This design comes from an exercise in tuning for small area and a short achievable clock period on the open sky130 flow, not from production work.
The RTL was checked by simulation tests, not by an equivalence proof against the original design.

## flow/design.v (module list and top-level ports; edited modules follow where they fit)
// module booth2multiplier: 1986 lines
// module fa: 4 lines
// module ha: 4 lines
module booth2multiplier #(
    parameter bit_width = 32
    )(
    input wire [bit_width-1:0] A,    
    input wire [bit_width-1:0] B,    
    input wire clk, reset_n,
    output wire [2*bit_width-1:0] OUT
);
  // ...
==> flow/run.sh <==
#!/bin/bash
# synth_recipe.tcl (not shown) runs the flow's synth.tcl, then flattens the netlist and writes it again
# the make line also repeats each setting of config.mk as NAME=value (left out here)
make -C /OpenROAD-flow-scripts/flow DESIGN_CONFIG=/design/flow/config.mk WORK_HOME=/design/flow/orfs CLKGATE_MAP_FILE= SYNTH_SCRIPT=/design/flow/synth_recipe.tcl finish
==> flow/config.mk <==
export PLATFORM = sky130hd
export DESIGN_NAME = booth2multiplier
export DESIGN_NICKNAME = booth2multiplier
export VERILOG_FILES = /design/flow/design.v
export SDC_FILE = /design/flow/constraint.sdc
export NUM_CORES = 4
export LEC_CHECK = 0
export CAP_MARGIN = 20
export CORE_MARGIN = 2
export CORE_UTILIZATION = 30
export SLEW_MARGIN = 20
export SYNTH_HIERARCHICAL = 1
==> flow/constraint.sdc <==
create_clock -name core_clock -period 13.0 [get_ports {clk}]
set_input_delay 2.6000 -clock core_clock [delete_from_list [all_inputs] [get_ports {clk}]]
set_output_delay 2.6000 -clock core_clock [all_outputs]
set_load 0.01 [all_outputs]
==> insert_results.sql, run 1 <==
INSERT INTO impl_metrics (metric_group, metric, value, unit) VALUES
('synth', 'syn_area_per_cell', '9.86', 'um^2'),
('synth', 'synth.top_cell.area_share', '35.8', '%'),
('clock_network', 'clk_transition_reported_paths', '80', 'ps'),
('placement', 'placed_cell_area', '26700', 'um^2'),
('critical_path', 'critical-path-top-cell-by-count', 'sky130_fd_sc_hd__fa_1', ''),
('grt', 'globalRoute.busiestLayer', 'met2', ''),
('grt', 'grt_remaining_overflow', '0', ''),
('grt', 'grt_antenna_before_repair', '5', ''),
('synth', 'number_of_flops_mapped_to_enable_cells_by_yosys', '0', ''),
('synth', 'synth-simple-area-share', '5.05', '%'),
('final_layout', 'drive_above_1_share', '6.69', '%'),
('timing', 'setup_viol', '0', ''),
('timing', 'clock.fmax', '98.4', 'MHz'),
('final_layout', 'nonClockInverterCount', '80', ''),
('final_layout', 'bufAreaShareNonClock', '6.99', '%'),
('timing', 'setup_slack', '2840', 'ps'),
('routing', 'drc', '0', ''),
('routing', 'met3_routed_wl', '11100', 'um'),
('die', 'chipHeight', '290', 'um'),
('critical_path', 'worst-path-stages', '21', ''),
('grt', 'first_global_vias', '21148', ''),
('die', 'std_cell_rows', '104', ''),
('clock_network', 'clock_tree.htree_level_count', '3', ''),
('final_layout', 'num_sequential', '64', ''),
('critical_path', 'cp.buffers_inverters', '2', ''),
('final_layout', 'num-nonclk-buffers', '213', ''),
('synth', 'yosys-mux-area-fraction', '1.84', '%'),
('critical_path', 'setup.worst_path.start', 'reset_n', ''),
('worst_hold_path', 'worst_hold_startpoint', 'reset_n', ''),
('synth', 'netlist_area', '24500', 'um^2'),
('synth', 'synth_seq_cells', '64', ''),
('critical_path', 'worstSetupEndpointType', 'flip-flop', ''),
('status', 'run_status', 'timing/DRC/antenna clean', ''),
('timing', 'rsz0062_at_grt', 'false', '');
==> run 2, diff against run 1 <==
--- a/flow/design.v
+++ b/flow/design.v
@@ -8,7 +8,7 @@
     output wire [2*bit_width-1:0] OUT
 );
-wire one0 = (B[0] ^ 1'b0) & reset_n;
-wire two0 = ((B[0] & 1'b0 & ~B[1]) | (~B[0] & ~1'b0 & B[1])) & reset_n;
-wire neg0 = B[1] & reset_n;
+wire one0 = (B[0] ^ 1'b0) & 1'b1;
+wire two0 = ((B[0] & 1'b0 & ~B[1]) | (~B[0] & ~1'b0 & B[1])) & 1'b1;
+wire neg0 = B[1] & 1'b1;
 wire [32:0] x0;
 assign x0[0] = ((one0 & A[0]) | (two0 & 1'b0)) ^ neg0;
@@ -45,7 +45,7 @@
 assign x0[31] = ((one0 & A[31]) | (two0 & A[30])) ^ neg0;
 assign x0[32] = ((one0 & A[31]) | (two0 & A[31])) ^ neg0;
-wire one1 = (B[2] ^ B[1]) & reset_n;
-wire two1 = ((B[2] & B[1] & ~B[3]) | (~B[2] & ~B[1] & B[3])) & reset_n;
-wire neg1 = B[3] & reset_n;
+wire one1 = (B[2] ^ B[1]) & 1'b1;
+wire two1 = ((B[2] & B[1] & ~B[3]) | (~B[2] & ~B[1] & B[3])) & 1'b1;
+wire neg1 = B[3] & 1'b1;
 wire [32:0] x1;
 assign x1[0] = ((one1 & A[0]) | (two1 & 1'b0)) ^ neg1;
@@ -82,7 +82,7 @@
 assign x1[31] = ((one1 & A[31]) | (two1 & A[30])) ^ neg1;
 assign x1[32] = ((one1 & A[31]) | (two1 & A[31])) ^ neg1;
-wire one2 = (B[4] ^ B[3]) & reset_n;
-wire two2 = ((B[4] & B[3] & ~B[5]) | (~B[4] & ~B[3] & B[5])) & reset_n;
-wire neg2 = B[5] & reset_n;
+wire one2 = (B[4] ^ B[3]) & 1'b1;
+wire two2 = ((B[4] & B[3] & ~B[5]) | (~B[4] & ~B[3] & B[5])) & 1'b1;
+wire neg2 = B[5] & 1'b1;
 wire [32:0] x2;
 assign x2[0] = ((one2 & A[0]) | (two2 & 1'b0)) ^ neg2;
@@ -119,7 +119,7 @@
 assign x2[31] = ((one2 & A[31]) | (two2 & A[30])) ^ neg2;
 assign x2[32] = ((one2 & A[31]) | (two2 & A[31])) ^ neg2;
-wire one3 = (B[6] ^ B[5]) & reset_n;
-wire two3 = ((B[6] & B[5] & ~B[7]) | (~B[6] & ~B[5] & B[7])) & reset_n;
-wire neg3 = B[7] & reset_n;
+wire one3 = (B[6] ^ B[5]) & 1'b1;
+wire two3 = ((B[6] & B[5] & ~B[7]) | (~B[6] & ~B[5] & B[7])) & 1'b1;
+wire neg3 = B[7] & 1'b1;
 wire [32:0] x3;
 assign x3[0] = ((one3 & A[0]) | (two3 & 1'b0)) ^ neg3;
@@ -156,7 +156,7 @@
 assign x3[31] = ((one3 & A[31]) | (two3 & A[30])) ^ neg3;
 assign x3[32] = ((one3 & A[31]) | (two3 & A[31])) ^ neg3;
-wire one4 = (B[8] ^ B[7]) & reset_n;
-wire two4 = ((B[8] & B[7] & ~B[9]) | (~B[8] & ~B[7] & B[9])) & reset_n;
-wire neg4 = B[9] & reset_n;
+wire one4 = (B[8] ^ B[7]) & 1'b1;
+wire two4 = ((B[8] & B[7] & ~B[9]) | (~B[8] & ~B[7] & B[9])) & 1'b1;
+wire neg4 = B[9] & 1'b1;
 wire [32:0] x4;
 assign x4[0] = ((one4 & A[0]) | (two4 & 1'b0)) ^ neg4;
@@ -193,7 +193,7 @@
 assign x4[31] = ((one4 & A[31]) | (two4 & A[30])) ^ neg4;
 assign x4[32] = ((one4 & A[31]) | (two4 & A[31])) ^ neg4;
-wire one5 = (B[10] ^ B[9]) & reset_n;
-wire two5 = ((B[10] & B[9] & ~B[11]) | (~B[10] & ~B[9] & B[11])) & reset_n;
-wire neg5 = B[11] & reset_n;
+wire one5 = (B[10] ^ B[9]) & 1'b1;
+wire two5 = ((B[10] & B[9] & ~B[11]) | (~B[10] & ~B[9] & B[11])) & 1'b1;
+wire neg5 = B[11] & 1'b1;
 wire [32:0] x5;
 assign x5[0] = ((one5 & A[0]) | (two5 & 1'b0)) ^ neg5;
@@ -230,7 +230,7 @@
 assign x5[31] = ((one5 & A[31]) | (two5 & A[30])) ^ neg5;
 assign x5[32] = ((one5 & A[31]) | (two5 & A[31])) ^ neg5;
-wire one6 = (B[12] ^ B[11]) & reset_n;
-wire two6 = ((B[12] & B[11] & ~B[13]) | (~B[12] & ~B[11] & B[13])) & reset_n;
-wire neg6 = B[13] & reset_n;
+wire one6 = (B[12] ^ B[11]) & 1'b1;
+wire two6 = ((B[12] & B[11] & ~B[13]) | (~B[12] & ~B[11] & B[13])) & 1'b1;
+wire neg6 = B[13] & 1'b1;
 wire [32:0] x6;
 assign x6[0] = ((one6 & A[0]) | (two6 & 1'b0)) ^ neg6;
@@ -267,7 +267,7 @@
 assign x6[31] = ((one6 & A[31]) | (two6 & A[30])) ^ neg6;
 assign x6[32] = ((one6 & A[31]) | (two6 & A[31])) ^ neg6;
-wire one7 = (B[14] ^ B[13]) & reset_n;
-wire two7 = ((B[14] & B[13] & ~B[15]) | (~B[14] & ~B[13] & B[15])) & reset_n;
-wire neg7 = B[15] & reset_n;
+wire one7 = (B[14] ^ B[13]) & 1'b1;
+wire two7 = ((B[14] & B[13] & ~B[15]) | (~B[14] & ~B[13] & B[15])) & 1'b1;
+wire neg7 = B[15] & 1'b1;
 wire [32:0] x7;
 assign x7[0] = ((one7 & A[0]) | (two7 & 1'b0)) ^ neg7;
@@ -304,7 +304,7 @@
 assign x7[31] = ((one7 & A[31]) | (two7 & A[30])) ^ neg7;
 assign x7[32] = ((one7 & A[31]) | (two7 & A[31])) ^ neg7;
-wire one8 = (B[16] ^ B[15]) & reset_n;
-wire two8 = ((B[16] & B[15] & ~B[17]) | (~B[16] & ~B[15] & B[17])) & reset_n;
-wire neg8 = B[17] & reset_n;
+wire one8 = (B[16] ^ B[15]) & 1'b1;
+wire two8 = ((B[16] & B[15] & ~B[17]) | (~B[16] & ~B[15] & B[17])) & 1'b1;
+wire neg8 = B[17] & 1'b1;
 wire [32:0] x8;
 assign x8[0] = ((one8 & A[0]) | (two8 & 1'b0)) ^ neg8;
@@ -341,7 +341,7 @@
 assign x8[31] = ((one8 & A[31]) | (two8 & A[30])) ^ neg8;
 assign x8[32] = ((one8 & A[31]) | (two8 & A[31])) ^ neg8;
-wire one9 = (B[18] ^ B[17]) & reset_n;
-wire two9 = ((B[18] & B[17] & ~B[19]) | (~B[18] & ~B[17] & B[19])) & reset_n;
-wire neg9 = B[19] & reset_n;
+wire one9 = (B[18] ^ B[17]) & 1'b1;
+wire two9 = ((B[18] & B[17] & ~B[19]) | (~B[18] & ~B[17] & B[19])) & 1'b1;
+wire neg9 = B[19] & 1'b1;
 wire [32:0] x9;
 assign x9[0] = ((one9 & A[0]) | (two9 & 1'b0)) ^ neg9;
@@ -378,7 +378,7 @@
 assign x9[31] = ((one9 & A[31]) | (two9 & A[30])) ^ neg9;
 assign x9[32] = ((one9 & A[31]) | (two9 & A[31])) ^ neg9;
-wire one10 = (B[20] ^ B[19]) & reset_n;
-wire two10 = ((B[20] & B[19] & ~B[21]) | (~B[20] & ~B[19] & B[21])) & reset_n;
-wire neg10 = B[21] & reset_n;
+wire one10 = (B[20] ^ B[19]) & 1'b1;
+wire two10 = ((B[20] & B[19] & ~B[21]) | (~B[20] & ~B[19] & B[21])) & 1'b1;
+wire neg10 = B[21] & 1'b1;
 wire [32:0] x10;
 assign x10[0] = ((one10 & A[0]) | (two10 & 1'b0)) ^ neg10;
@@ -415,7 +415,7 @@
 assign x10[31] = ((one10 & A[31]) | (two10 & A[30])) ^ neg10;
 assign x10[32] = ((one10 & A[31]) | (two10 & A[31])) ^ neg10;
-wire one11 = (B[22] ^ B[21]) & reset_n;
-wire two11 = ((B[22] & B[21] & ~B[23]) | (~B[22] & ~B[21] & B[23])) & reset_n;
-wire neg11 = B[23] & reset_n;
+wire one11 = (B[22] ^ B[21]) & 1'b1;
+wire two11 = ((B[22] & B[21] & ~B[23]) | (~B[22] & ~B[21] & B[23])) & 1'b1;
+wire neg11 = B[23] & 1'b1;
 wire [32:0] x11;
 assign x11[0] = ((one11 & A[0]) | (two11 & 1'b0)) ^ neg11;
@@ -452,7 +452,7 @@
 assign x11[31] = ((one11 & A[31]) | (two11 & A[30])) ^ neg11;
 assign x11[32] = ((one11 & A[31]) | (two11 & A[31])) ^ neg11;
-wire one12 = (B[24] ^ B[23]) & reset_n;
-wire two12 = ((B[24] & B[23] & ~B[25]) | (~B[24] & ~B[23] & B[25])) & reset_n;
-wire neg12 = B[25] & reset_n;
+wire one12 = (B[24] ^ B[23]) & 1'b1;
+wire two12 = ((B[24] & B[23] & ~B[25]) | (~B[24] & ~B[23] & B[25])) & 1'b1;
+wire neg12 = B[25] & 1'b1;
 wire [32:0] x12;
 assign x12[0] = ((one12 & A[0]) | (two12 & 1'b0)) ^ neg12;
@@ -489,7 +489,7 @@
 assign x12[31] = ((one12 & A[31]) | (two12 & A[30])) ^ neg12;
 assign x12[32] = ((one12 & A[31]) | (two12 & A[31])) ^ neg12;
-wire one13 = (B[26] ^ B[25]) & reset_n;
-wire two13 = ((B[26] & B[25] & ~B[27]) | (~B[26] & ~B[25] & B[27])) & reset_n;
-wire neg13 = B[27] & reset_n;
+wire one13 = (B[26] ^ B[25]) & 1'b1;
+wire two13 = ((B[26] & B[25] & ~B[27]) | (~B[26] & ~B[25] & B[27])) & 1'b1;
+wire neg13 = B[27] & 1'b1;
 wire [32:0] x13;
 assign x13[0] = ((one13 & A[0]) | (two13 & 1'b0)) ^ neg13;
@@ -526,7 +526,7 @@
 assign x13[31] = ((one13 & A[31]) | (two13 & A[30])) ^ neg13;
 assign x13[32] = ((one13 & A[31]) | (two13 & A[31])) ^ neg13;
-wire one14 = (B[28] ^ B[27]) & reset_n;
-wire two14 = ((B[28] & B[27] & ~B[29]) | (~B[28] & ~B[27] & B[29])) & reset_n;
-wire neg14 = B[29] & reset_n;
+wire one14 = (B[28] ^ B[27]) & 1'b1;
+wire two14 = ((B[28] & B[27] & ~B[29]) | (~B[28] & ~B[27] & B[29])) & 1'b1;
+wire neg14 = B[29] & 1'b1;
 wire [32:0] x14;
 assign x14[0] = ((one14 & A[0]) | (two14 & 1'b0)) ^ neg14;
@@ -563,7 +563,7 @@
 assign x14[31] = ((one14 & A[31]) | (two14 & A[30])) ^ neg14;
 assign x14[32] = ((one14 & A[31]) | (two14 & A[31])) ^ neg14;
-wire one15 = (B[30] ^ B[29]) & reset_n;
-wire two15 = ((B[30] & B[29] & ~B[31]) | (~B[30] & ~B[29] & B[31])) & reset_n;
-wire neg15 = B[31] & reset_n;
+wire one15 = (B[30] ^ B[29]) & 1'b1;
+wire two15 = ((B[30] & B[29] & ~B[31]) | (~B[30] & ~B[29] & B[31])) & 1'b1;
+wire neg15 = B[31] & 1'b1;
 wire [32:0] x15;
 assign x15[0] = ((one15 & A[0]) | (two15 & 1'b0)) ^ neg15;
@@ -1982,5 +1982,6 @@
 reg [63:0] ff_out;
 always @(posedge clk) begin
-    ff_out <= product;   
+    if (~reset_n) ff_out <= 64'd0;
+    else ff_out <= product;
 end
 assign OUT = ff_out;
--- a/flow/config.mk
+++ b/flow/config.mk
@@ -8,5 +8,6 @@
 export CAP_MARGIN = 20
 export CORE_MARGIN = 2
-export CORE_UTILIZATION = 30
+export CORE_UTILIZATION = 45
+export SETUP_SLACK_MARGIN = 4
 export SLEW_MARGIN = 20
 export SYNTH_HIERARCHICAL = 1
==> run 2 against run 1 <==
Against the previous run: critical path type unchanged; utilization increased by 23 points; still clean.
==> insert_results.sql, run 2 <==
INSERT INTO impl_metrics (metric_group, metric, value, unit) VALUES
('status', 'run_status', 'timing/DRC/antenna clean', ''),
('synth', 'synth_seq_area_share', '5.31', '%'),
('timing', 'final-hold-violation-count', '0', ''),
('die', 'initial_core_util', '45.7', '%'),
('die', 'std_cell_rows', '84', ''),
('routing', 'dr.first_iter.drc_count', '3348', ''),
('routing', 'highest-signal-layer', 'met5', ''),
('grt', 'gr-usage-all-layers', '37.4', '%'),
('timing', 'finalCritPeriodShare', '70.7', '%'),
('routing', 'vias', '22343', ''),
('critical_path', 'cp.buffers_inverters', '2', ''),
('synth', 'synthMostInstantiatedCell', 'sky130_fd_sc_hd__xnor2_1', ''),
('routing', 'met3_routed_wl', '15700', 'um'),
('synth', 'synth.top_cells.by_area', 'sky130_fd_sc_hd__fa_1 (36%), sky130_fd_sc_hd__xnor2_1 (19%), sky130_fd_sc_hd__a22oi_1 (14%), sky130_fd_sc_hd__ha_1 (8.0%), sky130_fd_sc_hd__dfxtp_1 (5.3%)', ''),
('grt', 'first_global_vias', '22759', ''),
('grt', 'grt_start_max_net_pins', '51', ''),
('timing', 'setup_viol', '0', ''),
('critical_path', 'critical_path_peak_fanout', '17', ''),
('timing', 'period_minus_slack', '9190', 'ps'),
('timing', 'maxSlewHeadroom', '32.1', '%'),
('die', 'dieArea', '55400', 'um^2'),
('critical_path', 'critPathSlowestCell', 'sky130_fd_sc_hd__fa_1', ''),
('clock_network', 'tritoncts', 'done', ''),
('final_layout', 'largest_register_ff_count', '64', ''),
('die', 'die_width', '235', 'um'),
('synth', 'synth_nets', '3111', ''),
('critical_path', 'worst-endpoint-required', '13280', 'ps'),
('worst_hold_path', 'worst_hold_startpoint', 'B[1]', ''),
('synth', 'netlist.top_cell.by_area', 'sky130_fd_sc_hd__fa_1', ''),
('routing', 'drc', '0', ''),
('placement', 'dp.final_hpwl', '61100', 'um'),
('routing', 'routed-wl-met2', '43700', 'um'),
('clock_network', 'ctsRootBufferMaster', 'sky130_fd_sc_hd__clkbuf_16', ''),
('final_layout', 'registers.top_by_ff_count', 'ff_out', ''),
('critical_path', 'timing.critical_path.from_type', 'input pin', ''),
('synth', 'syn_area_per_cell', '9.83', 'um^2'),
('critical_path', 'cp_data_arrival_time', '9470', 'ps'),
('clock_network', 'cts_buffer_depth', '2', ''),
('placement', 'port_buffers', '129', ''),
('clock_network', 'cts-buffers-inserted', '9', ''),
('final_layout', 'area_growth', '24.1', '%'),
('synth', 'netlist_area', '24100', 'um^2'),
('timing', 'setup_slack', '3810', 'ps'),
('synth', 'number_of_instances_in_the_synthesized_netlist', '2452', ''),
('synth', 'synth.top_cell.area_share', '36.5', '%'),
('placement', 'preCtsSetupSlack', '1880', 'ps'),
('routing', 'wl_met1', '38900', 'um'),
('grt', 'grt_antenna_before_repair', '4', ''),
('worst_hold_path', 'hold_path_class', 'input pin to flip-flop', ''),
('critical_path', 'timing.critical_path.cells', 'clkdlybuf4s15_2 > buf_6 > a22oi_1 > xnor2_1 > fa_1 > fa_1 > fa_1 > fa_2 > fa_2 > fa_2 > ha_4 > ha_4 > and3_4 > o211ai_1 > nand3_2 > a221o_2 > a32oi_4 > a21oi_4 > or2_4 > a211o_1 > and4_1', ''),
('final_layout', 'final_cell_mix', 'sky130_fd_sc_hd__xnor2_1 (490), sky130_fd_sc_hd__a22oi_1 (403), sky130_fd_sc_hd__fa_1 (351), sky130_fd_sc_hd__buf_4 (129), sky130_fd_sc_hd__ha_1 (100)', ''),
('final_layout', 'fillCellCount', '4516', ''),
('synth', 'share_of_flip_flops_with_an_asynchronous_set_or_reset', '0', '%'),
('clock_network', 'clk_transition_reported_paths', '60', 'ps'),
('job', 'drv_cap', '0', ''),
('timing', 'max_slew.worst_pin.slew', '1020', 'ps'),
('synth', 'list_of_most_frequent_post_synthesis_cells', 'sky130_fd_sc_hd__xnor2_1 (512), sky130_fd_sc_hd__a22oi_1 (465), sky130_fd_sc_hd__fa_1 (439)', ''),
('worst_hold_path', 'worst_hold_path.num_cells', '4', ''),
('grt', 'grt_remaining_overflow', '0', ''),
('timing', 'clock.fmax', '109', 'MHz'),
('critical_path', 'max_stage_delay', '560', 'ps'),
('die', 'design.core.area', '52800', 'um^2'),
('grt', 'grt_pass1_wl', '153000', 'um'),
('placement', 'gp_congestion', '0.943', ''),
('synth', 'number_of_flops_mapped_to_enable_cells_by_yosys', '0', ''),
('synth', 'netlist-cell-type-count', '63', ''),
('routing', 'post_drt_via_cell_ratio', '6.92', ''),
('synth', 'synth_flop_cell', 'sky130_fd_sc_hd__dfxtp_1', ''),
('synth', 'yosys_warnings', '7', ''),
('timing', 'hold_slack', '3020', 'ps'),
('routing', 'routedWlPerCell', '32.7', 'um'),
('clock_network', 'clock_tree.htree_level_count', '3', ''),
('critical_path', 'worstSetupEndpointType', 'flip-flop', ''),
('clock_network', 'cts_hold_buffers', '0', ''),
('routing', 'drt-total-wl', '105000', 'um'),
('synth', 'synth_seq_cells', '64', ''),
('routing', 'detailed_routing_iteration_count_for_the_pre_antenna_repair_pass', '9', ''),
('critical_path', 'timing_worst_setup_path_type', 'input pin to flip-flop', ''),
('timing', 'fin_setup_tns', '0', 'ps'),
('timing', 'slew_viol_final', '0', ''),
('die', 'design.portCount', '130', ''),
('worst_hold_path', 'hold-path-endpoint', 'ff_out[0]', ''),
('final_layout', 'layout_commonest_cell', 'sky130_fd_sc_hd__xnor2_1', ''),
('routing', 'detail-route-antenna-nets', '0', ''),
('timing', 'rsz0062_at_grt', 'true', ''),
('final_layout', 'drive_above_1_share', '23.3', '%'),
('critical_path', 'cpLargestDelayFamily', 'adder cells', ''),
('final_layout', 'top_regs', 'ff_out x64', ''),
('clock_network', 'numClockSinks', '64', ''),
('die', 'chipHeight', '235', 'um'),
('final_layout', 'design.final.nets', '3196', '');
==> run 2: cell types whose count changed after synthesis, sizes merged, moves of 12 or more <==
| cell | previous run | this run |
|---|---|---|
| mux2 | 0 | 15 |
| nand2b | 6 | 37 |
| xnor2 | 526 | 512 |
| buf | 43 | 6 |
| a22oi | 493 | 465 |
| o21ai | 34 | 62 |
| inv | 80 | 59 |
| nand3 | 21 | 39 |
| clkbuf | 251 | 276 |
| and2 | 35 | 12 |
| mux2i | 45 | 4 |
| nor2 | 37 | 49 |
| nor2b | 49 | 6 |
==> run 2: stage by stage <==
step	cell area, um^2	std cells	utilization (%)
final	29900	3231	56.7
after global routing	29900	3230	56.7
after CTS	29200	3209	55.3
after detailed placement	25600	3053	48.6
after global placement	25600	3053	48.6
after floorplan	24200	2452	-
==> run 2: per-layer routing <==
layer | up-vias | GRT usage, %
li1 | 8696 | -
met4 | 6 | 21.6
met2 | 2056 | 53.5
met1 | 11077 | 49.1
met5 | - | 0
met3 | 508 | 13.0
==> run 2: cells by family after synthesis <==
family / count (synthesis) / synth area share (%)
compound gates: 637 / 19.2
fa+ha+maj: 593 / 44.4
xor+xnor: 531 / 19.3
buf+inv: 341 / 5.31
simple gates: 267 / 5.62
flops: 64 / 5.31
mux: 19 / 0.867
==> run 2: final cells by class <==
type                       instances  area (um^2)  area share [%]
multi-input combinational       2072        23600            78.7
timing repair buffer             331         3690            12.3
sequential                        64         1280            4.28
tap                              688          861            2.88
inverter                          59          244           0.815
clock buffer                      10          229           0.765
clock inverter                     6         60.1           0.201
antenna                            1         2.50         0.00836
==> run 2: tightest hold or removal path: cells and delay by family <==
| kind | cells | cell delay (ps) |
|---|---|---|
| buf+inv | 2 | 490 |
| simple gates | 1 | 100 |
| xor+xnor | 1 | 170 |
==> run 2: worst max-delay path by stage <==
stage                     cells past startpoint  slack (ps)    endpoint  start
after floorplan                              24        3990  ff_out[60]  B[19]
after global placement                       24        2070  ff_out[60]  B[23]
after detailed placement                     24        1880  ff_out[62]  B[23]
after CTS                                    25        3880  ff_out[60]  B[23]
after global routing                         25        3740  ff_out[54]  B[23]
final                                        21        3810  ff_out[60]   A[7]
==> run 2: timing repair <==
action / CTS / global route
setup endpoints to repair: 39 / 30
gates resized for setup: 412 / 128
pin swaps: 135 / 84
cloned: 36 / 1
buffers inserted: 104 / 20
==> run 2: modules after synthesis (local to each module, per instance) <==
module            times used  cells inside
booth2multiplier           1          1957
fa                       434             1
ha                        61             1
==> run 3, diff against run 2 <==
--- a/flow/config.mk
+++ b/flow/config.mk
@@ -9,5 +9,5 @@
 export CORE_MARGIN = 2
 export CORE_UTILIZATION = 45
-export SETUP_SLACK_MARGIN = 4
+export SETUP_SLACK_MARGIN = 5
 export SLEW_MARGIN = 20
 export SYNTH_HIERARCHICAL = 1
==> run 3 against run 2 <==
Against the previous run: global-route usage rose by 1.6 points; maximum frequency increased by 2.0%; critical path type unchanged; highest routed layer unchanged; via count is 2.6% higher; first-iteration DRC count up 6.9%.
==> insert_results.sql, run 3 <==
INSERT INTO impl_metrics (metric_group, metric, value, unit) VALUES
('status', 'run_status', 'timing/DRC/antenna clean', ''),
('timing', 'period_minus_slack', '9010', 'ps'),
('grt', 'grt_pass1_wl', '158000', 'um'),
('final_layout', 'post-route-cell-area', '31400', 'um^2'),
('timing', 'finalCritPeriodShare', '69.3', '%'),
('clock_network', 'clock_tree.htree_level_count', '3', ''),
('placement', 'port_buffers', '129', ''),
('routing', 'detailed_routing_iteration_count_for_the_pre_antenna_repair_pass', '10', ''),
('placement', 'preCtsSetupSlack', '2350', 'ps'),
('die', 'chipHeight', '235', 'um'),
('timing', 'slew_viol_final', '0', ''),
('critical_path', 'timing.critical_path.cells', 'clkdlybuf4s15_2 > inv_1 > ha_4 > mux2_8 > a22oi_1 > xnor2_1 > fa_1 > fa_2 > fa_1 > fa_1 > fa_1 > ha_4 > ha_4 > and4_4 > and3_4 > and4_4 > and2_4 > nand4_1 > buf_6 > a21oi_4 > buf_12 > o21ai_4 > a2111o_1 > nand3_1', ''),
('synth', 'synth_flop_cell', 'sky130_fd_sc_hd__dfxtp_1', ''),
('final_layout', 'area_growth', '30.3', '%'),
('routing', 'drt-total-wl', '110000', 'um'),
('final_layout', 'drive_above_1_share', '30.6', '%'),
('critical_path', 'worstSetupEndpointType', 'flip-flop', ''),
('critical_path', 'worst-endpoint-required', '13350', 'ps'),
('synth', 'synth.top_cell.area_share', '36.5', '%'),
('timing', 'maxSlewHeadroom', '35.2', '%'),
('synth', 'synthMostInstantiatedCell', 'sky130_fd_sc_hd__xnor2_1', ''),
('timing', 'final-hold-violation-count', '0', ''),
('timing', 'clock.fmax', '111', 'MHz'),
('routing', 'post_drt_via_cell_ratio', '7.01', ''),
('synth', 'synth_nets', '3111', ''),
('critical_path', 'timing.critical_path.from_type', 'input pin', ''),
('placement', 'gp_congestion', '0.909', ''),
('final_layout', 'top_regs', 'ff_out x64', ''),
('grt', 'first_global_vias', '23400', ''),
('placement', 'placed_cell_area', '26500', 'um^2'),
('synth', 'netlist.top_cell.by_area', 'sky130_fd_sc_hd__fa_1', ''),
('routing', 'drc', '0', ''),
('clock_network', 'cts_hold_buffers', '0', ''),
('grt', 'grt_remaining_overflow', '0', ''),
('critical_path', 'timing_worst_setup_path_type', 'input pin to flip-flop', ''),
('clock_network', 'cts-buffers-inserted', '9', ''),
('job', 'drv_cap', '0', ''),
('timing', 'setup_slack', '3990', 'ps'),
('timing', 'hold_slack', '2800', 'ps'),
('synth', 'list_of_most_frequent_post_synthesis_cells', 'sky130_fd_sc_hd__xnor2_1 (512), sky130_fd_sc_hd__a22oi_1 (465), sky130_fd_sc_hd__fa_1 (439)', ''),
('synth', 'yosys_warnings', '7', ''),
('synth', 'synth_seq_cells', '64', ''),
('timing', 'fin_setup_tns', '0', 'ps'),
('grt', 'grt_antenna_before_repair', '7', ''),
('die', 'std_cell_rows', '84', ''),
('clock_network', 'numClockSinks', '64', ''),
('clock_network', 'cts_buffer_depth', '2', ''),
('die', 'initial_core_util', '45.7', '%'),
('synth', 'synth.top_cells.by_area', 'sky130_fd_sc_hd__fa_1 (36%), sky130_fd_sc_hd__xnor2_1 (19%), sky130_fd_sc_hd__a22oi_1 (14%), sky130_fd_sc_hd__ha_1 (8.0%), sky130_fd_sc_hd__dfxtp_1 (5.3%)', ''),
('die', 'dieArea', '55400', 'um^2'),
('routing', 'vias', '22923', ''),
('die', 'die_width', '235', 'um'),
('critical_path', 'cp_data_arrival_time', '9360', 'ps'),
('clock_network', 'tritoncts', 'done', ''),
('synth', 'number_of_instances_in_the_synthesized_netlist', '2452', ''),
('grt', 'grt_start_max_net_pins', '64', ''),
('final_layout', 'layout.core_utilization', '59.5', '%'),
('critical_path', 'critPathSlowestCell', 'sky130_fd_sc_hd__fa_2', ''),
('routing', 'detail-route-antenna-nets', '0', ''),
('synth', 'number_of_flops_mapped_to_enable_cells_by_yosys', '0', ''),
('synth', 'share_of_flip_flops_with_an_asynchronous_set_or_reset', '0', '%'),
('critical_path', 'max_stage_delay', '680', 'ps'),
('grt', 'gr-usage-all-layers', '39.1', '%'),
('timing', 'setup_viol', '0', ''),
('final_layout', 'largest_register_ff_count', '64', ''),
('placement', 'dp_cells', '3038', ''),
('timing', 'rsz0062_at_grt', 'true', ''),
('synth', 'netlist_area', '24100', 'um^2'),
('final_layout', 'final_cell_mix', 'sky130_fd_sc_hd__xnor2_1 (467), sky130_fd_sc_hd__a22oi_1 (347), sky130_fd_sc_hd__fa_1 (324), sky130_fd_sc_hd__buf_4 (147), sky130_fd_sc_hd__a22oi_2 (118)', ''),
('critical_path', 'critical-path-top-cell-by-count', 'sky130_fd_sc_hd__fa_1', ''),
('worst_hold_path', 'hold_path_class', 'input pin to flip-flop', ''),
('clock_network', 'ctsRootBufferMaster', 'sky130_fd_sc_hd__clkbuf_16', ''),
('synth', 'syn_area_per_cell', '9.83', 'um^2'),
('routing', 'routedWlPerCell', '33.6', 'um'),
('die', 'design.core.area', '52800', 'um^2'),
('final_layout', 'final_cell_count_no_fill', '3271', ''),
('final_layout', 'design.final.nets', '3233', ''),
('synth', 'synth_seq_area_share', '5.31', '%'),
('placement', 'dp.final_hpwl', '60900', 'um'),
('critical_path', 'critical_path_peak_fanout', '8', ''),
('clock_network', 'clk_transition_reported_paths', '70', 'ps'),
('routing', 'dr.first_iter.drc_count', '3578', ''),
('die', 'design.portCount', '130', ''),
('final_layout', 'layout_commonest_cell', 'sky130_fd_sc_hd__xnor2_1', ''),
('timing', 'max_slew.worst_pin.slew', '972', 'ps'),
('final_layout', 'registers.top_by_ff_count', 'ff_out', ''),
('synth', 'netlist-cell-type-count', '63', '');
-- run 3: cell count changes in the layout (fill, tap and decap cells not counted), sizes merged, moves of 2 or more --
cell,delta
bufbuf,-5
clkbuf,+5
inv,+6
clkinv,-2
clkdlybuf4s50,+6
dlygate4sd2,-6
buf,+40
mux2,+3
clkdlybuf4s15,-7
diode,+3
clkinvlp,-3
-- run 3: critical path: cells and delay by family --
| kind | cells | cell delay (ps) |
|---|---|---|
| buffers and inverters | 4 | 660 |
| muxes | 1 | 390 |
| xor gates and xnor gates | 1 | 210 |
| and+or+nand+nor | 6 | 1120 |
| AOI/OAI and AO/OA | 4 | 870 |
| adders and majority gates | 8 | 3470 |
-- run 3: kinds of logic (layout without fill, tap and decap cells) --
family	after synthesis	in the layout	synth area share, %
flip-flops	64	64	5.31
other	0	4	0
XOR/XNOR	531	531	19.3
AO/OA/AOI/OAI	637	637	19.2
buffers and inverters	341	440	5.31
AND/OR/NAND/NOR	267	267	5.62
adder cells (fa/ha/maj)	593	593	44.4
multiplexers	19	47	0.867
-- run 3: worst paths after layout --
kind / startpoint / endpoint / slack [ps] / cells past startpoint
worst max-delay path: B[10] / ff_out[62] / 3990 / 24
worst min-delay path: reset_n / ff_out[38] / 2800 / 4
-- run 3: final cells by class --
class,instances,area (um^2)
diodes,4,10.0
clock buffers,9,225
clock inverters,7,78.8
fillers,4268,21300
inverters,59,254
multi-input cells,2075,24500
flip-flops and latches,64,1280
well taps,688,861
repair buffers,365,4170
-- run 3: routing by layer --
metal  track usage, %  wire length, um  up-vias
met4             25.1             8560        6
met2             56.8            46900     2010
met5             1.99              172        -
met3             19.6            16600      612
li1                 -                -     8788
met1             45.4            37700    11507
-- run 3: Yosys stat by module, one instance, submodules excluded --
module / area, um^2 / times used / cells
booth2multiplier: 14700 / 1 / 1957
fa: 20.0 / 434 / 1
ha: 12.5 / 61 / 1
-- run 3: repair_timing --
action	4_1_cts	5_1_grt
gates cloned	34	2
endpoints found under the setup margin	48	41
buffers inserted	117	60
resized for setup	312	240
pin swaps	103	142

re-timing with driven ports:
The results above use ideal ports. As a check the final layouts listed here were re-extracted and re-timed, cells and wires unchanged. Step 1 sets driving cells, clkbuf_16 on the clock port and buf_2 on the other inputs (assumed; they add their load-dependent delay and slew). Step 2 times the ports against the registers' clock, not the clock port: input delays grow and output delays shrink by t, the midpoint of the rising clock arrivals with the driver on. a / b / c = no drivers / after step 1 / after step 2; a / b = the first two.
run | shift t [ns] | setup slack, ns | worst setup path after step 2 | latest minus earliest clock arrival (ns) | slew at the worst register clock pin (ns)
run 1 | 0.455 | 2.839 / 2.872 / 2.417 | input to register | 0.038 / 0.039 | 0.10 / 0.10
run 2 | 0.449 | 3.813 / 3.796 / 3.347 | input to register | 0.008 / 0.007 | 0.07 / 0.07
run 3 | 0.482 | 3.990 / 3.903 / 3.420 | input to register | 0.023 / 0.023 | 0.09 / 0.09
After both steps every run listed still meets setup and hold. For run 3, which loses most, drivers alone change the setup slack by -0.087 ns; drivers and shift together by -0.570 ns.
